Source: an optimization exercise on an open RTL-to-GDS flow (aim: small area). Production flows keep margins and buffers that such runs may drop.
In this exercise RTL edits were held to simulation tests only and were not proved equivalent to the original.
The clock port is modelled as an ideal driver, which makes a skipped or thinned clock tree look cheaper than it is; a real chip needs a root buffer or a tree.
Power is estimated from default activity; no workload was simulated.

build 61:
==> flow/design.v <==
module wmtop (
	clk,
	rst,
	start,
	waterfull,
	accelerate,
	stateindic,
	index_n,
	fourdigit,
	lastdigit
);
input clk, rst;
input start;
input accelerate;
input waterfull;
output [5:0] stateindic;
output [3:0] index_n;
output [7:0] fourdigit;
output [6:0] lastdigit;
function [6:0] seg7_n;
	input [3:0] v;
	reg w, x, y, z;
	begin
		{w, x, y, z} = v;
		seg7_n[6] = ~((w | y | x & z) | (~x & ~z));
		seg7_n[5] = ~((~x | y & z) | (~y & ~z));
		seg7_n[4] = ~(x | ~y | z);
		seg7_n[3] = ~(w | (~x & ~z) | (y & ~z) | (~x & y) | (x & ~y & z));
		seg7_n[2] = ~(~z & (~x | y));
		seg7_n[1] = ~(w | (~y & ~z) | (x & ~y) | (x & ~z));
		seg7_n[0] = ~((w | (y & ~z) | x & ~y) | (~x & y));
	end
endfunction
reg [2:0] a;
reg [2:0] z;
reg [4:0] q;
reg f1;
wire e4 = a[1] & a[0];			 
wire e40 = e4 & a[2] & z[2];		 
wire q24 = q[4] & q[3];			 
always @(posedge clk)
begin
	a[0] <= ~rst | ~a[0];
	a[1] <= ~rst | (a[1] ^ a[0]);
	a[2] <= ~rst | (a[2] ^ e4);
	z[0] <= ~rst | (e4 ? ~(z[0] | z[2]) : z[0]);
	z[1] <= rst & (e4 ? (z[1] ^ z[0]) & ~z[2] : z[1]);
	z[2] <= ~rst | (e4 ? z[1] & z[0] : z[2]);
	q[0] <= rst & (q[0] ^ (e40 & ~q24));
	q[1] <= rst & (q[1] ^ (e40 & q[0]));
	q[2] <= rst & (q[2] ^ (e40 & q[0] & q[1]));
	q[3] <= ~rst | (q[3] ^ (e40 & (q[0] & q[1] & q[2] | q24)));
	q[4] <= ~rst | (q[4] ^ (e40 & (q[0] & q[1] & q[2] & q[3] | q24)));
	f1 <= ~rst | (f1 ^ (e40 & q24));
end
wire f100 = z[2] | z[1] & (z[0] | a[1]);
wire scan_tick = a[2] & ~a[1] & ~a[0];
reg clk_reg;
reg clk_reg_d;
always @(posedge clk)
begin
	clk_reg <= accelerate ? f100 : f1;
	clk_reg_d <= clk_reg;
end
wire tick = clk_reg & ~clk_reg_d;
reg [2:0] b;
reg done;	 
wire sclr = ~rst | z[2] & z[0];	 
wire st_idle  = ~b[2] & ~b[1];
wire st_water = b[1] & b[0];
wire st_rinse = ~b[2] & ~b[0];
wire st_drain = b[2] & b[1];
wire st_dry   = ~b[1] & ~b[0];
wire st_alert = b[2] & b[0];
assign stateindic = ~{st_alert, st_dry, st_drain, st_rinse, st_water, st_idle};
always @(posedge clk)
begin
	b[0] <= sclr | (b[0] ? ~(st_water & ~waterfull) : st_dry & done);
	b[1] <= ~sclr & (b[1] ? ~(st_drain & done) : st_idle & ~start);
	b[2] <= ~sclr & (b[2] ? ~(st_alert & done) : st_rinse & done);
end
reg [3:0] t;
reg [3:0] s1;
reg [2:0] st;
reg [3:0] m;
wire run = ~b[0] | b[2];		 
wire fin = (m[3] & m[1])		 
	| (st_drain & st[1] & st[0])	 
	| (st_dry & m[2] & m[0])	 
	| (st_alert & st[0]);		 
wire e0 = tick;				 
wire e1 = e0 & t[3] & t[0];		 
wire e2 = e1 & s1[3] & s1[0];		 
wire e3 = e2 & st[2] & st[0];		 
wire k = run & ~(tick & fin);		 
wire kt = rst & k;
always @(posedge clk)
begin
	done <= run & tick & fin;
	t[0] <= kt & (t[0] ^ e0);
	t[1] <= kt & (t[1] ^ (e0 & t[0] & ~t[3]));
	t[2] <= kt & (t[2] ^ (e0 & t[0] & t[1]));
	t[3] <= kt & (t[3] ^ (e0 & t[0] & (t[3] | t[1] & t[2])));
	s1[0] <= k & (s1[0] ^ e1);
	s1[1] <= k & (s1[1] ^ (e1 & s1[0] & ~s1[3]));
	s1[2] <= k & (s1[2] ^ (e1 & s1[0] & s1[1]));
	s1[3] <= k & (s1[3] ^ (e1 & s1[0] & (s1[3] | s1[1] & s1[2])));
	st[0] <= k & (st[0] ^ e2);
	st[1] <= k & (st[1] ^ (e2 & st[0] & ~st[2]));
	st[2] <= k & (st[2] ^ (e2 & st[0] & (st[1] | st[2])));
	m[0] <= k & (m[0] ^ e3);
	m[1] <= k & (m[1] ^ (e3 & m[0]));
	m[2] <= k & (m[2] ^ (e3 & m[0] & m[1]));
	m[3] <= k & (m[3] ^ (e3 & m[0] & m[1] & m[2]));
end
reg [3:0] idx_n;	 
reg [3:0] number;
wire dflt = idx_n[0] & idx_n[1] & idx_n[2];
wire [3:0] sel;
assign sel[3] = ~idx_n[1] & m[3] & ~m[1] | dflt & s1[3];
assign sel[2] = ~idx_n[0] & st[2] | ~idx_n[1] & m[2] | dflt & s1[2];
assign sel[1] = ~idx_n[0] & st[1] | ~idx_n[1] & m[1] & ~m[3] | dflt & s1[1];
assign sel[0] = ~idx_n[0] & st[0] | ~idx_n[1] & m[0] | ~idx_n[2] & m[3] & m[1] | dflt & s1[0];
assign index_n = idx_n;
assign fourdigit = {seg7_n(number), 1'b1};
assign lastdigit = seg7_n(t);
always @(posedge clk)
begin
	idx_n <= ~rst ? 4'b1111 : scan_tick ? {idx_n[2:0], ~dflt} : idx_n;
	number <= ~rst ? 4'd0 : scan_tick ? sel : number;
end
endmodule
==> flow/config.mk <==
export PLATFORM = sky130hd
export DESIGN_NAME = wmtop
export DESIGN_NICKNAME = wmtop
export VERILOG_FILES = /design/flow/design.v
export SDC_FILE = /design/flow/constraint.sdc
export NUM_CORES = 4
export LEC_CHECK = 0
export CAP_MARGIN = 20
export CORE_MARGIN = 2
export CORE_UTILIZATION = 40
export SLEW_MARGIN = 20
==> flow/constraint.sdc <==
create_clock -name core_clock -period 20.0 [get_ports {clk}]
set_input_delay 4.0000 -clock core_clock [delete_from_list [all_inputs] [get_ports {clk}]]
set_output_delay 4.0000 -clock core_clock [all_outputs]
set_load 0.01 [all_outputs]
standard.sh (not shown) runs the stock make flow with config.mk's settings and CLKGATE_MAP_FILE= SYNTH_SCRIPT=/design/flow/synth_recipe.tcl, a recipe that flattens the netlist after the stock synthesis.
==> flow/flow/run.sh <==
#!/bin/bash
# Layout flow: the standard synthesis, then the combinational logic is
# mapped again with a stronger ABC script (the flip-flops, their names and
# cell types are kept exactly as the standard synthesis made them), then the
# standard ORFS layout from that netlist, with the smallest buffer on the ports.
set -euo pipefail
W=$PWD
R=$W/orfs/results/$FLOW_PLATFORM/wmtop/base
YOSYS=$(command -v yosys || echo "$FLOW_HOME/../tools/install/yosys/bin/yosys")
LIB=$FLOW_HOME/platforms/$FLOW_PLATFORM/lib/sky130_fd_sc_hd__tt_025C_1v80.lib

bash standard.sh synth > synth.log 2>&1
cp "$R/1_2_yosys.v" std_netlist.v

printf 'set_driving_cell sky130_fd_sc_hd__buf_1\nset_load 5\n' > abc.constr
cat > resyn.ys <<EOY
read_liberty -ignore_miss_func $LIB
read_verilog std_netlist.v
hierarchy -top $FLOW_TOP
setattr -mod -set keep_hierarchy 1 sky130_fd_sc_hd__df*
flatten
opt_clean -purge
abc -script $W/flow/resyn.abc -liberty $LIB $(cat flow/dont_use.txt) -constr $W/abc.constr -D 20000
opt_clean -purge
hilomap -singleton -hicell sky130_fd_sc_hd__conb_1 HI -locell sky130_fd_sc_hd__conb_1 LO
splitnets
opt_clean -purge
select $FLOW_TOP
write_verilog -selected -noattr -noexpr -nohex -nodec $W/resyn_netlist.v
select -clear
tee -o $W/resyn_stat.txt stat -liberty $LIB
EOY
"$YOSYS" -s resyn.ys > resyn.log 2>&1

cp resyn_netlist.v "$R/1_2_yosys.v"
rm -f "$R/1_synth.odb" "$R/1_synth.sdc"
export PRE_CTS_TCL=$W/flow/pre_cts.tcl CLK_PORT_NAME=clk CLK_LEAVES=4 CLK_LEAF_CELL=sky130_fd_sc_hd__buf_4 CLK_ROOT_CELL=sky130_fd_sc_hd__clkbuf_2
bash standard.sh "BUFFER_PORTS_ARGS=-buffer_cell sky130_fd_sc_hd__buf_1" finish > standard.log 2>&1
==> flow/flow/pre_cts.tcl <==
# Clock tree in place of TritonCTS's: the registers are split by place into
# CLK_LEAVES groups of about equal size, each driven by a CLK_LEAF_CELL at the
# centre of its group; one CLK_ROOT_CELL, driven by the clock port, drives the
# leaf buffers. Every register thus sees the same two buffers on its clock path.
rename clock_tree_synthesis triton_clock_tree_synthesis

proc cts_centre { items } {
  set sx 0; set sy 0
  foreach it $items {
    set sx [expr {$sx + [lindex $it 1]}]
    set sy [expr {$sy + [lindex $it 2]}]
  }
  set n [llength $items]
  return [list [expr {$sx / $n}] [expr {$sy / $n}]]
}

# split items ({iterm x y}) into k groups by recursive halving along the wider side
proc cts_split { items k } {
  if { $k <= 1 } { return [list $items] }
  set xs [lsort -integer [lmap it $items {lindex $it 1}]]
  set ys [lsort -integer [lmap it $items {lindex $it 2}]]
  set idx [expr {([lindex $xs end] - [lindex $xs 0]) >= ([lindex $ys end] - [lindex $ys 0]) ? 1 : 2}]
  set sorted [lsort -integer -index $idx $items]
  set k1 [expr {$k / 2}]
  set n1 [expr {([llength $items] * $k1) / $k}]
  set a [lrange $sorted 0 [expr {$n1 - 1}]]
  set b [lrange $sorted $n1 end]
  return [concat [cts_split $a $k1] [cts_split $b [expr {$k - $k1}]]]
}

proc cts_buffer { block master name innet outnet x y } {
  set inst [odb::dbInst_create $block $master $name]
  [$inst findITerm A] connect $innet
  [$inst findITerm X] connect $outnet
  $inst setLocation $x $y
  $inst setPlacementStatus PLACED
  return $inst
}

proc clock_tree_synthesis { args } {
  set block [ord::get_db_block]
  set db [ord::get_db]
  set clknet [$block findNet $::env(CLK_PORT_NAME)]
  set leaf [$db findMaster $::env(CLK_LEAF_CELL)]
  set root [$db findMaster $::env(CLK_ROOT_CELL)]
  set items {}
  foreach iterm [$clknet getITerms] {
    set bbox [[$iterm getInst] getBBox]
    lappend items [list $iterm [expr {([$bbox xMin] + [$bbox xMax]) / 2}] \
      [expr {([$bbox yMin] + [$bbox yMax]) / 2}]]
  }
  set groups [cts_split $items $::env(CLK_LEAVES)]
  set rootnet [odb::dbNet_create $block clknet_root]
  $rootnet setSigType CLOCK
  set centres {}
  set i 0
  foreach g $groups {
    set net [odb::dbNet_create $block clknet_leaf_$i]
    $net setSigType CLOCK
    foreach it $g {
      set iterm [lindex $it 0]
      $iterm disconnect
      $iterm connect $net
    }
    lassign [cts_centre $g] x y
    cts_buffer $block $leaf clkbuf_leaf_$i $rootnet $net $x $y
    lappend centres [list {} $x $y]
    puts "clock leaf $i: $::env(CLK_LEAF_CELL) drives [llength $g] registers"
    incr i
  }
  lassign [cts_centre $centres] x y
  cts_buffer $block $root clkbuf_root $clknet $rootnet $x $y
  set_propagated_clock [all_clocks]
}
==> flow/flow/resyn.abc <==
strash; &get -n; &deepsyn -T 30; &put; &get -n; &dch -f; &nf -R 1000; &put; topo; dnsize -c
Other scripts of this flow, unchanged in this note and not shown: flow/flow/dont_use.txt
> inputs changed (build 61 -> build 69)
diff --git a/flow/flow/run.sh b/flow/flow/run.sh
--- a/flow/flow/run.sh
+++ b/flow/flow/run.sh
@@ -15,3 +15,6 @@
 printf 'set_driving_cell sky130_fd_sc_hd__buf_1\nset_load 5\n' > abc.constr
-cat > resyn.ys <<EOY
+# map the logic with each script in flow/, in parallel, and keep the smallest
+for S in flow/resyn*.abc; do
+  B=$(basename $S .abc)
+  cat > $B.ys <<EOY
 read_liberty -ignore_miss_func $LIB
@@ -22,3 +25,3 @@
 opt_clean -purge
-abc -script $W/flow/resyn.abc -liberty $LIB $(cat flow/dont_use.txt) -constr $W/abc.constr -D 20000
+abc -script $W/$S -liberty $LIB $(cat flow/dont_use.txt) -constr $W/abc.constr -D 20000
 opt_clean -purge
@@ -28,7 +31,12 @@
 select $FLOW_TOP
-write_verilog -selected -noattr -noexpr -nohex -nodec $W/resyn_netlist.v
+write_verilog -selected -noattr -noexpr -nohex -nodec $W/$B.v
 select -clear
-tee -o $W/resyn_stat.txt stat -liberty $LIB
+tee -o $W/$B.stat stat -liberty $LIB
 EOY
-"$YOSYS" -s resyn.ys > resyn.log 2>&1
+  "$YOSYS" -s $B.ys > $B.log 2>&1 &
+done
+wait
+BEST=$(for S in flow/resyn*.abc; do B=$(basename $S .abc); A=$(grep -o "Chip area for module.*: [0-9.]*" $B.stat | awk '{print $NF}'); [ -n "$A" ] && echo "$A $B"; done | sort -n | head -1 | awk '{print $2}')
+echo "smallest mapping: $BEST" > resyn_choice.txt
+cp $BEST.v resyn_netlist.v
 
==> flow/flow/resyn0.abc (new file) <==
strash; &get -n; &deepsyn -T 30; &put; &get -n; &dch -f; &nf -R 1000; &put; topo; dnsize -c
==> flow/flow/resyn1.abc (new file) <==
strash; &get -n; &deepsyn -T 30 -S 7; &put; &get -n; &dch -f; &nf -R 1000; &put; topo; dnsize -c
==> flow/flow/resyn2.abc (new file) <==
strash; &get -n; &deepsyn -T 10; &put; &get -n; &dch -f; &nf -R 1000; &put; topo; dnsize -c
removed: flow/flow/resyn.abc
Findings:
Build 61 → build 69: instance count of the mapped netlist barely changed, share of cell area taken by flip-flops and latches ~0 delta, slack of the worst reg-to-reg path saw little to no change, core utilization neither gained nor lost much.
| total power of the final layout | build 69 vs build 61 | ≈ equal |
Data arrival at the endpoint of the critical path: build 69 vs build 61 — no meaningful difference
Share of power burned in the clock network: build 61 vs build 69, no meaningful difference
Compared build 69 against build 61; relative contribution of combinational cells to total power within noise.
Between build 69 and build 61, the routed via count divided by cell count does not differ in any meaningful way.
From build 61 to build 69, total vias in the final route did not move at all.
> inputs changed (build 69 -> build 78)
- setting GPL_TIMING_DRIVEN to 0 for the first time
==> flow/flow/resyn1.abc <==
strash; &get -n; &deepsyn -T 10; &put; &get -n; &dch -f; &nf -R 1000; &put; topo; dnsize -c
==> flow/flow/resyn2.abc <==
strash; &get -n; &deepsyn -T 30; &put; &get -n; &dch -f; &nf -a -A 4 -p -R 1000; &put; topo; dnsize -c
==> flow/flow/resyn3.abc (new file) <==
strash; &get -n; &deepsyn -T 30; &put; &get -n; &dch -f; &nf -p -F 8 -R 1000; &put; topo; dnsize -c
==> flow/flow/resyn4.abc (new file) <==
strash; &get -n; &deepsyn -T 30 -S 7; &put; &get -n; &dch -f; &nf -R 1000; &put; topo; dnsize -c
### Flow results
Build 78 went all the way through the flow, and no timing, DRC or antenna check failed. Going from build 69 to build 78, cell leakage power held steady, layout overhead on the synthesized area shrank by 0.43 points, setup clock skew after layout increased by 0.0035 ns relative to the old numbers, violation count after the first detailed-routing iteration lower, period utilization closely matched the old numbers. Comparing build 78 and build 69, number of standard cells after synthesis is lower on build 69. Compared with build 69, in build 78 fraction of standard cell area that is sequential moved up, setup slack +0.018 ns, final-layout fill cell count went up by 3.0%, maximum ir drop on the vdd rail went up about 40%. Diff build 78 and build 69: clock network fraction of design power higher in build 69. A origin of the worst setup path of t[1] is what build 78 shows, while number[1] belongs to build 69.
What build 83 does differently from build 78 at the input level:
diff --git a/flow/flow/run.sh b/flow/flow/run.sh
--- a/flow/flow/run.sh
+++ b/flow/flow/run.sh
@@ -44,3 +44,3 @@
 rm -f "$R/1_synth.odb" "$R/1_synth.sdc"
-export PRE_CTS_TCL=$W/flow/pre_cts.tcl CLK_PORT_NAME=clk CLK_LEAVES=4 CLK_LEAF_CELL=sky130_fd_sc_hd__buf_4 CLK_ROOT_CELL=sky130_fd_sc_hd__clkbuf_2
+export PRE_CTS_TCL=$W/flow/pre_cts.tcl CLK_PORT_NAME=clk CLK_LEAVES=4 CLK_LEAF_CELL=sky130_fd_sc_hd__buf_4 CLK_ROOT_CELL=none
 bash standard.sh "BUFFER_PORTS_ARGS=-buffer_cell sky130_fd_sc_hd__buf_1" finish > standard.log 2>&1
diff --git a/flow/flow/pre_cts.tcl b/flow/flow/pre_cts.tcl
--- a/flow/flow/pre_cts.tcl
+++ b/flow/flow/pre_cts.tcl
@@ -1,5 +1 @@
-# Clock tree in place of TritonCTS's: the registers are split by place into
-# CLK_LEAVES groups of about equal size, each driven by a CLK_LEAF_CELL at the
-# centre of its group; one CLK_ROOT_CELL, driven by the clock port, drives the
-# leaf buffers. Every register thus sees the same two buffers on its clock path.
 rename clock_tree_synthesis triton_clock_tree_synthesis
@@ -44,3 +40,3 @@
   set leaf [$db findMaster $::env(CLK_LEAF_CELL)]
-  set root [$db findMaster $::env(CLK_ROOT_CELL)]
+  set direct [expr {$::env(CLK_ROOT_CELL) eq "none"}]
   set items {}
@@ -52,4 +48,8 @@
   set groups [cts_split $items $::env(CLK_LEAVES)]
-  set rootnet [odb::dbNet_create $block clknet_root]
-  $rootnet setSigType CLOCK
+  if { $direct } {
+    set rootnet $clknet
+  } else {
+    set rootnet [odb::dbNet_create $block clknet_root]
+    $rootnet setSigType CLOCK
+  }
   set centres {}
@@ -70,4 +70,6 @@
   }
-  lassign [cts_centre $centres] x y
-  cts_buffer $block $root clkbuf_root $clknet $rootnet $x $y
+  if { !$direct } {
+    lassign [cts_centre $centres] x y
+    cts_buffer $block [$db findMaster $::env(CLK_ROOT_CELL)] clkbuf_root $clknet $rootnet $x $y
+  }
   set_propagated_clock [all_clocks]
--- outcome ---
- Critical path depth, build 83 and build 78: larger value in build 78
- [compare] base=build 78 new=build 83: data arrival time of the critical path went up 3.87 ns; sequential power lower; number of instances in the synthesized netlist lower; least setup slack across all paths after layout higher.
- In the final reports, the cell area of build 83 is smaller than that of build 78.
- Of the two values seen for start point of the critical path, rst was produced by build 83 and t[1] by build 78.
- Build 83 ended up with fewer standard cells than build 78.
- The global-route usage on build 83 is in line with that on build 78.
No run of this note takes its clock network from TritonCTS; it comes from the design's own scripts or RTL.

static timing again, ports no longer ideal:
The flow's constraints put no driver on any port. The routed layouts listed below were extracted and timed again, unchanged, in two steps.
Step 1 sets driving cells, clkbuf_16 on the clock port and buf_2 on the other inputs (assumed; they add their load-dependent delay and slew).
Step 2, shift: input delay + t, output delay - t, t = (earliest + latest rising clock arrival at the registers) / 2. This alone moves slack from input paths to output paths.
a / b / c = ideal / step 1 / step 2; a / b = the first two.
run | t (ns) | setup slack, ns | worst hold slack (ns) | worst register clock-pin slew, ns | worst data-port slew with drivers (ns)
build 61 | 0.372 | 14.037 / 14.014 / 14.231 | 0.354 / 0.354 / 0.354 | 0.10 / 0.10 | 0.03
build 69 | 0.372 | 14.037 / 14.014 / 14.231 | 0.354 / 0.354 / 0.354 | 0.10 / 0.10 | 0.03
build 78 | 0.371 | 14.055 / 14.031 / 14.064 | 0.353 / 0.353 / 0.353 | 0.10 / 0.10 | 0.03
build 83 | 0.181 | 14.223 / 14.245 / 14.063 | 0.352 / 0.352 / 0.352 | 0.10 / 0.10 | 0.03
After both steps every run listed still meets setup and hold. The setup slack of build 83, which loses most, moves by +0.022 ns with the drivers and by -0.160 ns with both steps.
